Context: an optimization exercise on an open-source flow, tuned for small area. The choices shown serve that exercise and are no tape-out recipe.
Only simulation tests tie the RTL to the original design; equivalence was not proved.
No driver is modelled on the clock port, so clocking that relies on it looks cheaper here than on a real chip.
Power figures rest on the tool's default switching activity, not on a simulated workload.

Setup of run A:
==> module pokey_advanced, before the edit <==
module pokey_advanced (
    input clk,               
    input enable_179mhz,     
    input reset_n,           
    input [3:0] addr,
    input [7:0] din,
    input we,
    output reg audio_pwm
);
    reg [7:0] naudf0, naudf1, naudf2, naudf3;    
    reg [3:0] vol0, vol1, vol2, vol3;
    reg [1:0] dist0, dist1, dist2, dist3;    
    reg       use_15khz, link_34, link_12, fast3, fast1;
    wire [7:0] wd  = din & {8{reset_n}};
    wire [7:0] wdn = ~wd;
    wire [8:0] sel;
    assign sel[0] = ~reset_n | (we & addr == 4'd0);
    assign sel[1] = ~reset_n | (we & addr == 4'd1);
    assign sel[2] = ~reset_n | (we & addr == 4'd2);
    assign sel[3] = ~reset_n | (we & addr == 4'd3);
    assign sel[4] = ~reset_n | (we & addr == 4'd4);
    assign sel[5] = ~reset_n | (we & addr == 4'd5);
    assign sel[6] = ~reset_n | (we & addr == 4'd6);
    assign sel[7] = ~reset_n | (we & addr == 4'd7);
    assign sel[8] = ~reset_n | (we & addr == 4'd8);
    always @(posedge clk) begin
        if (sel[0]) naudf0 <= wdn;
        if (sel[1]) {dist0, vol0} <= {wd[7], wd[5], wd[3:0]};
        if (sel[2]) naudf1 <= wdn;
        if (sel[3]) {dist1, vol1} <= {wd[7], wd[5], wd[3:0]};
        if (sel[4]) naudf2 <= wdn;
        if (sel[5]) {dist2, vol2} <= {wd[7], wd[5], wd[3:0]};
        if (sel[6]) naudf3 <= wdn;
        if (sel[7]) {dist3, vol3} <= {wd[7], wd[5], wd[3:0]};
        if (sel[8]) {fast1, fast3, link_12, link_34, use_15khz} <= {wd[6], wd[5], wd[4], wd[3], wd[0]};
    end
    reg       pb;
    reg [3:0] pa;    
    reg [5:0] pc;    
    reg       en_d;  
    always @(posedge clk) begin
        en_d <= enable_179mhz & reset_n;
        if (!reset_n) begin
            pb <= 1'b0;
            pa <= 4'd0;
            pc <= 6'd0;
        end else if (enable_179mhz) begin
            pb <= ~pb;
            if (pb) begin
                pa <= (pa == 4'd13) ? 4'd0 : pa + 4'd1;
                pc <= (pc == 6'd56) ? 6'd0 : pc + 6'd1;
            end
        end
    end
    wire tick_64khz = en_d & ~pb & (pa == 4'd0);
    wire tick_15khz = en_d & ~pb & (pc == 6'd0);
    reg [4:0]  poly5;
    reg [16:0] poly17;
    always @(posedge clk) begin
        if (!reset_n) begin
            poly5  <= 5'b10101;
            poly17 <= 17'b10101010101010101;
        end else if (enable_179mhz) begin
            poly5  <= {poly5[3:0],  ~(poly5[4] ^ poly5[2])};
            poly17 <= {poly17[15:0], ~(poly17[16] ^ poly17[4])};
        end
    end
    wire p5 = poly5[4];
    wire p17 = poly17[16];
    wire base_tick = use_15khz ? tick_15khz : tick_64khz;
    wire t0 = fast1 ? enable_179mhz : base_tick;
    wire t1 = base_tick & ~link_12;
    wire t2 = fast3 ? enable_179mhz : base_tick;
    wire t3 = base_tick & ~link_34;
    reg [15:0] nc0, nc2;
    reg [7:0]  nc1, nc3;
    reg [3:0]  chan_out;
    wire [16:0] b0, b2;
    wire [8:0]  b1, b3;
    assign b0[0] = t0;
    assign b1[0] = t1;
    assign b2[0] = t2;
    assign b3[0] = t3;
    genvar g;
    generate
        for (g = 0; g < 16; g = g + 1) begin : bw
            assign b0[g+1] = b0[g] & nc0[g];
            assign b2[g+1] = b2[g] & nc2[g];
        end
        for (g = 0; g < 8; g = g + 1) begin : bn
            assign b1[g+1] = b1[g] & nc1[g];
            assign b3[g+1] = b3[g] & nc3[g];
        end
    endgenerate
    wire ld0 = b0[16];
    wire ld1 = b1[8];
    wire ld2 = b2[16];
    wire ld3 = b3[8];
    wire [15:0] nload0 = {naudf1 | {8{~link_12}}, naudf0};
    wire [15:0] nload2 = {naudf3 | {8{~link_34}}, naudf2};
    always @(posedge clk) begin
        nc0 <= (nc0 ^ b0[15:0]) | (nload0 & {16{ld0}}) | {16{~reset_n}};
        nc1 <= (nc1 ^ b1[7:0])  | (naudf1 & {8{ld1}})  | {8{~reset_n}};
        nc2 <= (nc2 ^ b2[15:0]) | (nload2 & {16{ld2}}) | {16{~reset_n}};
        nc3 <= (nc3 ^ b3[7:0])  | (naudf3 & {8{ld3}})  | {8{~reset_n}};
    end
    function nxt(input [1:0] d, input o, input a17, input a5);
        nxt = (d == 2'b11) ? ~o : ((d[0] | a17) & (d[1] | a5));
    endfunction
    always @(posedge clk) begin
        if (!reset_n) chan_out <= 4'd0;
        else begin
            if (ld0) chan_out[0] <= nxt(dist0, chan_out[0], p17, p5);
            if (ld1) chan_out[1] <= nxt(dist1, chan_out[1], p17, p5);
            if (ld2) chan_out[2] <= nxt(dist2, chan_out[2], p17, p5);
            if (ld3) chan_out[3] <= nxt(dist3, chan_out[3], p17, p5);
        end
    end
    wire [3:0] a = ~(vol0 & {4{chan_out[0]}});
    wire [3:0] b = ~(vol1 & {4{chan_out[1]}});
    wire [3:0] d = ~(vol2 & {4{chan_out[2]}});
    wire [3:0] e = ~(vol3 & {4{chan_out[3]}});
    reg  [5:0] p;    
    function [1:0] fa(input x, input y, input z);    
        fa = {(x & y) | (x & z) | (y & z), x ^ y ^ z};
    endfunction
    function maj(input x, input y, input z);
        maj = (x & y) | (x & z) | (y & z);
    endfunction
    wire [1:0] f00 = fa(a[0], b[0], d[0]);
    wire       c01 = maj(f00[0], e[0], p[0]);
    wire [1:0] f10 = fa(a[1], b[1], d[1]);
    wire [1:0] f11 = fa(e[1], p[1], f00[1]);
    wire       c12 = maj(f10[0], f11[0], c01);
    wire [1:0] f20 = fa(a[2], b[2], d[2]);
    wire [1:0] f21 = fa(e[2], p[2], f10[1]);
    wire [1:0] f22 = fa(f20[0], f21[0], f11[1]);
    wire       c23 = f22[0] | c12;                   
    wire [1:0] f30 = fa(a[3], b[3], d[3]);
    wire [1:0] f31 = fa(e[3], p[3], f20[1]);
    wire [1:0] f32 = fa(f21[1], f22[1], c23);
    wire       c33 = maj(f30[0], f31[0], f32[0]);
    wire [1:0] f40 = fa(p[4], f30[1], f31[1]);
    wire       c41 = maj(f40[0], f32[1], c33);
    wire       c50 = maj(p[5], f40[1], c41);
    always @(posedge clk) begin
        if (!reset_n) begin
            p <= 6'd0;
            audio_pwm <= 1'b0;
        end else begin
            p <= p + 6'd1;
            audio_pwm <= ~c50;
        end
    end
endmodule
==> flow/config.mk <==
export PLATFORM = sky130hd
export DESIGN_NAME = pokey_advanced
export DESIGN_NICKNAME = pokey_advanced
export VERILOG_FILES = /design/flow/design.v
export SDC_FILE = /design/flow/constraint.sdc
export NUM_CORES = 4
export LEC_CHECK = 0
export ABC_AREA = 1
export CAP_MARGIN = 20
export CORE_MARGIN = 2
export CORE_UTILIZATION = 40
export SLEW_MARGIN = 20
==> flow/constraint.sdc <==
create_clock -name core_clock -period 6.0 [get_ports {clk}]
set_input_delay 1.2000 -clock core_clock [delete_from_list [all_inputs] [get_ports {clk}]]
set_output_delay 1.2000 -clock core_clock [all_outputs]
set_load 0.01 [all_outputs]
standard.sh (not shown) runs the stock make flow with config.mk's settings and CLKGATE_MAP_FILE= SYNTH_SCRIPT=/design/flow/synth_recipe.tcl, a recipe that flattens the netlist after the stock synthesis.
==> flow/flow/run.sh <==
#!/bin/bash
# Standard ORFS synthesis, then the combinational logic between the
# registers re-mapped by ABC for area (registers and full adders kept as they
# are), then the standard ORFS layout with clkbuf_4 clock buffers (upsized
# after CTS where a leaf's slew is high), no dummy clock loads, and the
# smallest buffer on each port.
set -euo pipefail
export CTS_ARGS="-sink_clustering_enable -repair_clock_nets -dont_use_dummy_load -buf_list {sky130_fd_sc_hd__clkbuf_4}"
export POST_CTS_TCL=$PWD/flow/post_cts.tcl
export CLK_LEAF_SLEW=0.112
export BUFFER_PORTS_ARGS="-buffer_cell sky130_fd_sc_hd__buf_1"
R=orfs/results/$FLOW_PLATFORM/pokey_advanced/base
bash standard.sh synth > synth_make.log 2>&1
cp $R/1_2_yosys.v $R/1_2_yosys_std.v
export RESYN_IN=$R/1_2_yosys_std.v RESYN_OUT=$R/1_2_yosys.v
export RESYN_LIB=$FLOW_HOME/platforms/sky130hd/lib/sky130_fd_sc_hd__tt_025C_1v80.lib
export RESYN_ABC=$PWD/flow/area.abc
yosys -c flow/resyn.tcl > resyn.log 2>&1
rm -f $R/1_synth.odb $R/1_synth.sdc
bash standard.sh > flow_make.log 2>&1
Other scripts of this flow, unchanged in this note and not shown: flow/flow/area.abc, flow/flow/post_cts.tcl, flow/flow/resyn.tcl
Here is what was changed in the inputs of run B compared with run A.
-- flow/design.v --
<<< run A, line 8
    output reg audio_pwm
);
    reg [7:0] naudf0, naudf1, naudf2, naudf3;    
    reg [3:0] vol0, vol1, vol2, vol3;
    reg [1:0] dist0, dist1, dist2, dist3;    
    reg       use_15khz, link_34, link_12, fast3, fast1;
    wire [7:0] wd  = din & {8{reset_n}};
    wire [7:0] wdn = ~wd;
    wire [8:0] sel;
    assign sel[0] = ~reset_n | (we & addr == 4'd0);
>>> run B, line 8
    output reg audio_pwm
);
    reg [7:0] audf0, audf1, audf2, audf3;
    wire [7:0] naudf0 = ~audf0;
    wire [7:0] naudf1 = ~audf1;
    wire [7:0] naudf2 = ~audf2;
    wire [7:0] naudf3 = ~audf3;
    reg [3:0] vol0, vol1, vol2, vol3;
    reg [1:0] dist0, dist1, dist2, dist3;    
    reg       use_15khz, link_34, link_12, fast3, fast1;
    wire [7:0] wd  = din & {8{reset_n}};
    wire [8:0] sel;
    assign sel[0] = ~reset_n | (we & addr == 4'd0);
<<< run A, line 25
    assign sel[8] = ~reset_n | (we & addr == 4'd8);
    always @(posedge clk) begin
        if (sel[0]) naudf0 <= wdn;
        if (sel[1]) {dist0, vol0} <= {wd[7], wd[5], wd[3:0]};
        if (sel[2]) naudf1 <= wdn;
        if (sel[3]) {dist1, vol1} <= {wd[7], wd[5], wd[3:0]};
        if (sel[4]) naudf2 <= wdn;
        if (sel[5]) {dist2, vol2} <= {wd[7], wd[5], wd[3:0]};
        if (sel[6]) naudf3 <= wdn;
        if (sel[7]) {dist3, vol3} <= {wd[7], wd[5], wd[3:0]};
        if (sel[8]) {fast1, fast3, link_12, link_34, use_15khz} <= {wd[6], wd[5], wd[4], wd[3], wd[0]};
>>> run B, line 28
    assign sel[8] = ~reset_n | (we & addr == 4'd8);
    always @(posedge clk) begin
        if (sel[0]) audf0 <= wd;
        if (sel[1]) {dist0, vol0} <= {wd[7], wd[5], wd[3:0]};
        if (sel[2]) audf1 <= wd;
        if (sel[3]) {dist1, vol1} <= {wd[7], wd[5], wd[3:0]};
        if (sel[4]) audf2 <= wd;
        if (sel[5]) {dist2, vol2} <= {wd[7], wd[5], wd[3:0]};
        if (sel[6]) audf3 <= wd;
        if (sel[7]) {dist3, vol3} <= {wd[7], wd[5], wd[3:0]};
        if (sel[8]) {fast1, fast3, link_12, link_34, use_15khz} <= {wd[6], wd[5], wd[4], wd[3], wd[0]};
<<< run A, line 48
            pb <= ~pb;
            if (pb) begin
                pa <= (pa == 4'd13) ? 4'd0 : pa + 4'd1;
                pc <= (pc == 6'd56) ? 6'd0 : pc + 6'd1;
            end
        end
>>> run B, line 51
            pb <= ~pb;
            if (pb) begin
                pa <= (pa == 4'b0100) ? 4'd0 : {pa[2:0], ~(pa[3] ^ pa[2])};
                pc <= (pc == 6'b001010) ? 6'd0 : {pc[4:0], ~(pc[5] ^ pc[4])};
            end
        end
<<< run A, line 73
    wire t2 = fast3 ? enable_179mhz : base_tick;
    wire t3 = base_tick & ~link_34;
    reg [15:0] nc0, nc2;
    reg [7:0]  nc1, nc3;
    reg [3:0]  chan_out;
    wire [16:0] b0, b2;
>>> run B, line 76
    wire t2 = fast3 ? enable_179mhz : base_tick;
    wire t3 = base_tick & ~link_34;
    localparam [7:0] PM = 8'hAA;
    reg [15:0] q0, q2;
    reg [7:0]  q1, q3;
    wire [15:0] nc0 = q0 ^ {PM, PM};
    wire [15:0] nc2 = q2 ^ {PM, PM};
    wire [7:0]  nc1 = q1 ^ PM;
    wire [7:0]  nc3 = q3 ^ PM;
    reg [3:0]  chan_out;
    wire [16:0] b0, b2;
<<< run A, line 99
    wire [15:0] nload0 = {naudf1 | {8{~link_12}}, naudf0};
    wire [15:0] nload2 = {naudf3 | {8{~link_34}}, naudf2};
    always @(posedge clk) begin
        nc0 <= (nc0 ^ b0[15:0]) | (nload0 & {16{ld0}}) | {16{~reset_n}};
        nc1 <= (nc1 ^ b1[7:0])  | (naudf1 & {8{ld1}})  | {8{~reset_n}};
        nc2 <= (nc2 ^ b2[15:0]) | (nload2 & {16{ld2}}) | {16{~reset_n}};
        nc3 <= (nc3 ^ b3[7:0])  | (naudf3 & {8{ld3}})  | {8{~reset_n}};
    end
    function nxt(input [1:0] d, input o, input a17, input a5);
>>> run B, line 107
    wire [15:0] nload0 = {naudf1 | {8{~link_12}}, naudf0};
    wire [15:0] nload2 = {naudf3 | {8{~link_34}}, naudf2};
    reg rst_d;
    always @(posedge clk) begin
        rst_d <= ~reset_n;
        q0 <= ((nc0 ^ b0[15:0]) | (nload0 & {16{ld0 | rst_d}})) ^ {PM, PM};
        q1 <= ((nc1 ^ b1[7:0])  | (naudf1 & {8{ld1 | rst_d}})) ^ PM;
        q2 <= ((nc2 ^ b2[15:0]) | (nload2 & {16{ld2 | rst_d}})) ^ {PM, PM};
        q3 <= ((nc3 ^ b3[7:0])  | (naudf3 & {8{ld3 | rst_d}})) ^ PM;
    end
    function nxt(input [1:0] d, input o, input a17, input a5);
Notes after the runs:
Summary of run B over run A: layout overhead on the synthesized area closely matched the old numbers, number of cells in the design after placement lower, clock latency of the later-clocked register in the worst-skew pair has decreased. Die area went down by a few percent going from run A to run B. Summary of run B over run A: power after layout increased 6.8%, area of the mapped netlist decreased about 3.5%, core footprint decreased about 3.8%, multi-input logic area decreased about 9%.

==> afterwards: timing with drivers on the ports <==
The flow's constraints put no driver on any port. The routed layouts listed below were extracted and timed again, unchanged, in two steps. Step 1 (the two cells are an assumption about what drives the block):
set clk [get_ports {clk}]
set_driving_cell -lib_cell sky130_fd_sc_hd__clkbuf_16 $clk
set_driving_cell -lib_cell sky130_fd_sc_hd__buf_2 [delete_from_list [all_inputs] $clk]
Step 2 moves the port delays by t, midway between the first and last clock arrival at a register: inputs arrive t later, outputs are due t later. That takes back most of the time a late clock gives input paths. Three values: no drivers, after step 1, after step 2; two values: the first two.
run	shift t [ns]	setup slack, ns	hold WS [ns]	worst setup path at the end
run A	0.460	1.794 / 1.794 / 1.465	0.434 / 0.434 / 0.434	input to register
run B	0.444	1.352 / 1.365 / 0.921	0.441 / 0.441 / 0.441	input to register
After both steps setup and hold are still met in every run listed. For run B, which loses most, drivers alone change the setup slack by +0.013 ns; drivers and shift together by -0.431 ns.
